Background: an optimization exercise with open tools, aiming at small area, a short achievable clock period and few clock cycles per item. Do not read the settings as production practice.
Where RTL was checked, it was by simulation tests only, not by an equivalence proof against the original.
Power is estimated from default activity; no workload was simulated.

Setup of R:
==> flow/design.v <==
`timescale 1ns /1 ns
module processor #(parameter int K = 8) (
    input logic [15:0] INSTRin,
    input logic reset,
    input logic clk,
    input logic run,
    output logic done,
    output logic [15:0] r0_out, r1_out, a_out, r_out
);
    localparam int N  = 16 / K;
    localparam int CW = (N > 1) ? $clog2(N) : 1;
    logic [1:0]  II;
    logic        M, X, Y, is_mul, last;
    logic [15:0] rx, op2, t, sum;
    logic [K-1:0] chunk;
    logic [CW-1:0] cnt;
    assign II = INSTRin[15:14];
    assign M  = INSTRin[13];
    assign X  = INSTRin[12];
    assign Y  = INSTRin[0];
    assign is_mul = II == 2'b11;
    assign rx  = X ? r1_out : r0_out;
    assign op2 = M ? {{4{INSTRin[11]}}, INSTRin[11:0]} : (Y ? r1_out : r0_out);
    generate if (N > 1) begin : g_cnt
        assign last  = cnt == CW'(N - 1);
        assign chunk = op2[15 - K*cnt -: K];
    end else begin : g_nocnt
        assign last  = 1'b1;
        assign chunk = op2;
    end endgenerate
    always_comb begin
        if (is_mul) t = (cnt == '0) ? 16'h0 : (r_out << K);
        else if (II == 2'b00) t = 16'h0;
        else t = rx;
    end
    always_comb begin
        sum = t;
        if (is_mul) begin
            for (int i = 0; i < K; i++)
                sum = sum + ((rx & {16{chunk[i]}}) << i);
        end else if (II == 2'b10) begin
            sum = sum + ~op2 + 16'd1;
        end else begin
            sum = sum + op2;
        end
    end
    assign done = run & (~is_mul | last);
    always_ff @(posedge clk) begin
        if (reset) begin
            r0_out <= 16'h0;
            r1_out <= 16'h0;
            a_out  <= 16'h0;
            r_out  <= 16'h0;
            cnt    <= '0;
        end else if (run) begin
            if (done) begin
                if (X) r1_out <= sum; else r0_out <= sum;
                cnt <= '0;
            end else begin
                cnt <= cnt + 1'b1;
            end
            if (II != 2'b00) begin
                a_out <= rx;
                r_out <= sum;
            end
        end
    end
endmodule
clock: 8.0 ns
lec_check: 0
cap_margin: 20
core_margin: 2
core_utilization: 60
setup_slack_margin: 2.5
slew_margin: 20
run.sh (not shown) runs the stock make flow with config.mk's settings and CLKGATE_MAP_FILE= SYNTH_SCRIPT=/design/flow/synth_recipe.tcl, a recipe that flattens the netlist after the stock synthesis.
## Diff of input files: P against R
==> flow/design.v, changed modules only <==
module processor(
    input logic [15:0] INSTRin,
    input logic reset,
    input logic clk,
    input logic run,
    output logic done,
    output logic [15:0] r0_out, r1_out, a_out, r_out
);
    logic [1:0]  II;
    logic        M, X, Y;
    logic [15:0] rx, op2, res;
    assign II = INSTRin[15:14];
    assign M  = INSTRin[13];
    assign X  = INSTRin[12];
    assign Y  = INSTRin[0];
    assign rx  = X ? r1_out : r0_out;
    assign op2 = M ? {{4{INSTRin[11]}}, INSTRin[11:0]} : (Y ? r1_out : r0_out);
    always_comb begin
        case (II)
            2'b00: res = op2;
            2'b01: res = rx + op2;
            2'b10: res = rx - op2;
            default: res = rx * op2;
        endcase
    end
    assign done = run;
    always_ff @(posedge clk) begin
        if (reset) begin
            r0_out <= 16'h0;
            r1_out <= 16'h0;
            a_out  <= 16'h0;
            r_out  <= 16'h0;
        end else if (run) begin
            if (X) r1_out <= res; else r0_out <= res;
            if (II != 2'b00) begin
                a_out <= rx;
                r_out <= res;
            end
        end
    end
endmodule
Findings:
P vs. R: clock buffer count in the final layout grew by 3; first-pass GRT wire length shows an increase of 2.2 mm; number of cell instances on the worst register-to-register path increased by 4 relative to the old numbers. P vs. R: number of signal-net inverters in the final layout climbed 18%; sum of net half-perimeters after detailed placement rose by 1.1 mm.
Function was not checked in any run of this note: the RTL went through the layout flow alone.

---

Setup of build 33:
processor, a different RTL version from the one above (not shown whole).
For scale: about 750 cells after synthesis, about 84 I/O pins.
==> flow/config.mk <==
export PLATFORM = sky130hd
export DESIGN_NAME = processor
export DESIGN_NICKNAME = processor
export VERILOG_FILES = /design/flow/design.v
export SDC_FILE = /design/flow/constraint.sdc
export NUM_CORES = 4
export LEC_CHECK = 0
export CAP_MARGIN = 20
export CORE_MARGIN = 2
export CORE_UTILIZATION = 60
export SETUP_SLACK_MARGIN = 2.5
export SLEW_MARGIN = 20
export SYNTH_HIERARCHICAL = 1
export SYNTH_MINIMUM_KEEP_SIZE = 0
export TNS_END_PERCENT = 0
==> flow/constraint.sdc <==
create_clock -name core_clock -period 8.0 [get_ports {clk}]
set_input_delay 1.6000 -clock core_clock [delete_from_list [all_inputs] [get_ports {clk}]]
set_output_delay 1.6000 -clock core_clock [all_outputs]
set_load 0.01 [all_outputs]
standard.sh (not shown) runs the stock make flow with config.mk's settings and CLKGATE_MAP_FILE= SYNTH_SCRIPT=/design/flow/synth_recipe.tcl, a recipe that flattens the netlist after the stock synthesis.
==> flow/flow/run.sh <==
#!/bin/bash
# The standard layout (standard.sh, with its standard synthesis), except
# that the port buffers are inserted as sky130_fd_sc_hd__buf_1 cells.
set -euo pipefail
export BUFFER_PORTS_ARGS="-buffer_cell sky130_fd_sc_hd__buf_1"
bash standard.sh > standard_flow.log 2>&1
Testbench counts of build 33, summed over its fixed seeds: cycles 4,800, instructions 4,800.
What build 56 does differently from build 33 at the input level:
-- flow/design.v --
<<< build 33, line 22
    assign op2 = M ? {{4{INSTRin[11]}}, INSTRin[11:0]} : (Y ? r1_out : r0_out);
    assign b   = is_as ? rx : 16'h0;
    logic [7:0] one0, two0, neg0, one1, two1, neg1;
    logic [16:0] r0e, r1e;
    assign r0e = {r0_out, 1'b0};
    assign r1e = {r1_out, 1'b0};
    always_comb begin
        for (int j = 0; j < 8; j++) begin
            one0[j] = r0e[2*j+1] ^ r0e[2*j];
            two0[j] = (r0e[2*j+2] & ~r0e[2*j+1] & ~r0e[2*j]) | (~r0e[2*j+2] & r0e[2*j+1] & r0e[2*j]);
            neg0[j] = r0e[2*j+2];
            one1[j] = r1e[2*j+1] ^ r1e[2*j];
            two1[j] = (r1e[2*j+2] & ~r1e[2*j+1] & ~r1e[2*j]) | (~r1e[2*j+2] & r1e[2*j+1] & r1e[2*j]);
            neg1[j] = r1e[2*j+2];
            if (is_mul) begin
                one[j] = X ? one1[j] : one0[j];
                two[j] = X ? two1[j] : two0[j];
                neg[j] = X ? neg1[j] : neg0[j];
            end else begin
                one[j] = (j == 0);
>>> build 56, line 22
    assign op2 = M ? {{4{INSTRin[11]}}, INSTRin[11:0]} : (Y ? r1_out : r0_out);
    assign b   = is_as ? rx : 16'h0;
    logic [16:0] rxe;
    assign rxe = {rx, 1'b0};
    always_comb begin
        for (int j = 0; j < 8; j++) begin
            if (is_mul) begin
                one[j] = rxe[2*j+1] ^ rxe[2*j];
                two[j] = (rxe[2*j+2] & ~rxe[2*j+1] & ~rxe[2*j]) | (~rxe[2*j+2] & rxe[2*j+1] & rxe[2*j]);
                neg[j] = rxe[2*j+2];
            end else begin
                one[j] = (j == 0);
<<< build 33, line 431
    assign s = a ^ b ^ c;
endmodule
module ao21(input logic g, p, c, output logic o);
    assign o = g | (p & c);
>>> build 56, line 423
    assign s = a ^ b ^ c;
endmodule
module aoi21(input logic a, b, c, output logic o);
    assign o = ~(a | (b & c));
endmodule
module oai21(input logic a, b, c, output logic o);
    assign o = ~(a & (b | c));
endmodule
module ao21(input logic g, p, c, output logic o);
    assign o = g | (p & c);
==> results.txt <==
Build 56 went all the way through synthesis, placement and routing and the layout is clean on timing, DRC and antenna.
Delta (build 56 minus build 33): time the final worst path needs with I/O delays and setup rose 180 ps, total track usage decreased 0.53 points, clock skew shrank by 6.7 ps.
Build 33 → build 56: layout overhead on the synthesized area picked up an extra 2.1 points; total power after layout lost 120 uW.
Testbench counts of build 56, summed over its fixed seeds: cycles 4,800, instructions 4,800.

## separate check: timing with driven ports
The results above use ideal ports. As a check the final layouts listed here were re-extracted and re-timed, cells and wires unchanged.
Step 1, drivers: a clkbuf_16 drives clk and a buf_2 each remaining input, both assumed.
Step 2 adds t to the input delays and takes it off the output delays; t is the mean of the earliest and latest rising clock arrival at the registers after step 1. Input paths then give back, and output paths get back, about the clock's delay inside the block.
Three values: no drivers, after step 1, after step 2; two values: the first two.
run | t, ns | slack for setup (ns) | pins driven straight from the clock port
R | 0.381 | 1.280 / 1.270 / 0.889 | 1
P | 0.368 | 0.853 / 0.852 / 0.484 | 1
build 33 | 0.408 | 2.191 / 2.120 / 1.711 | 1
build 56 | 0.360 | 2.007 / 1.942 / 1.582 | 1
After both steps every run listed still meets setup and hold. The setup slack of build 33, which loses most, moves by -0.071 ns with the drivers and by -0.480 ns with both steps.
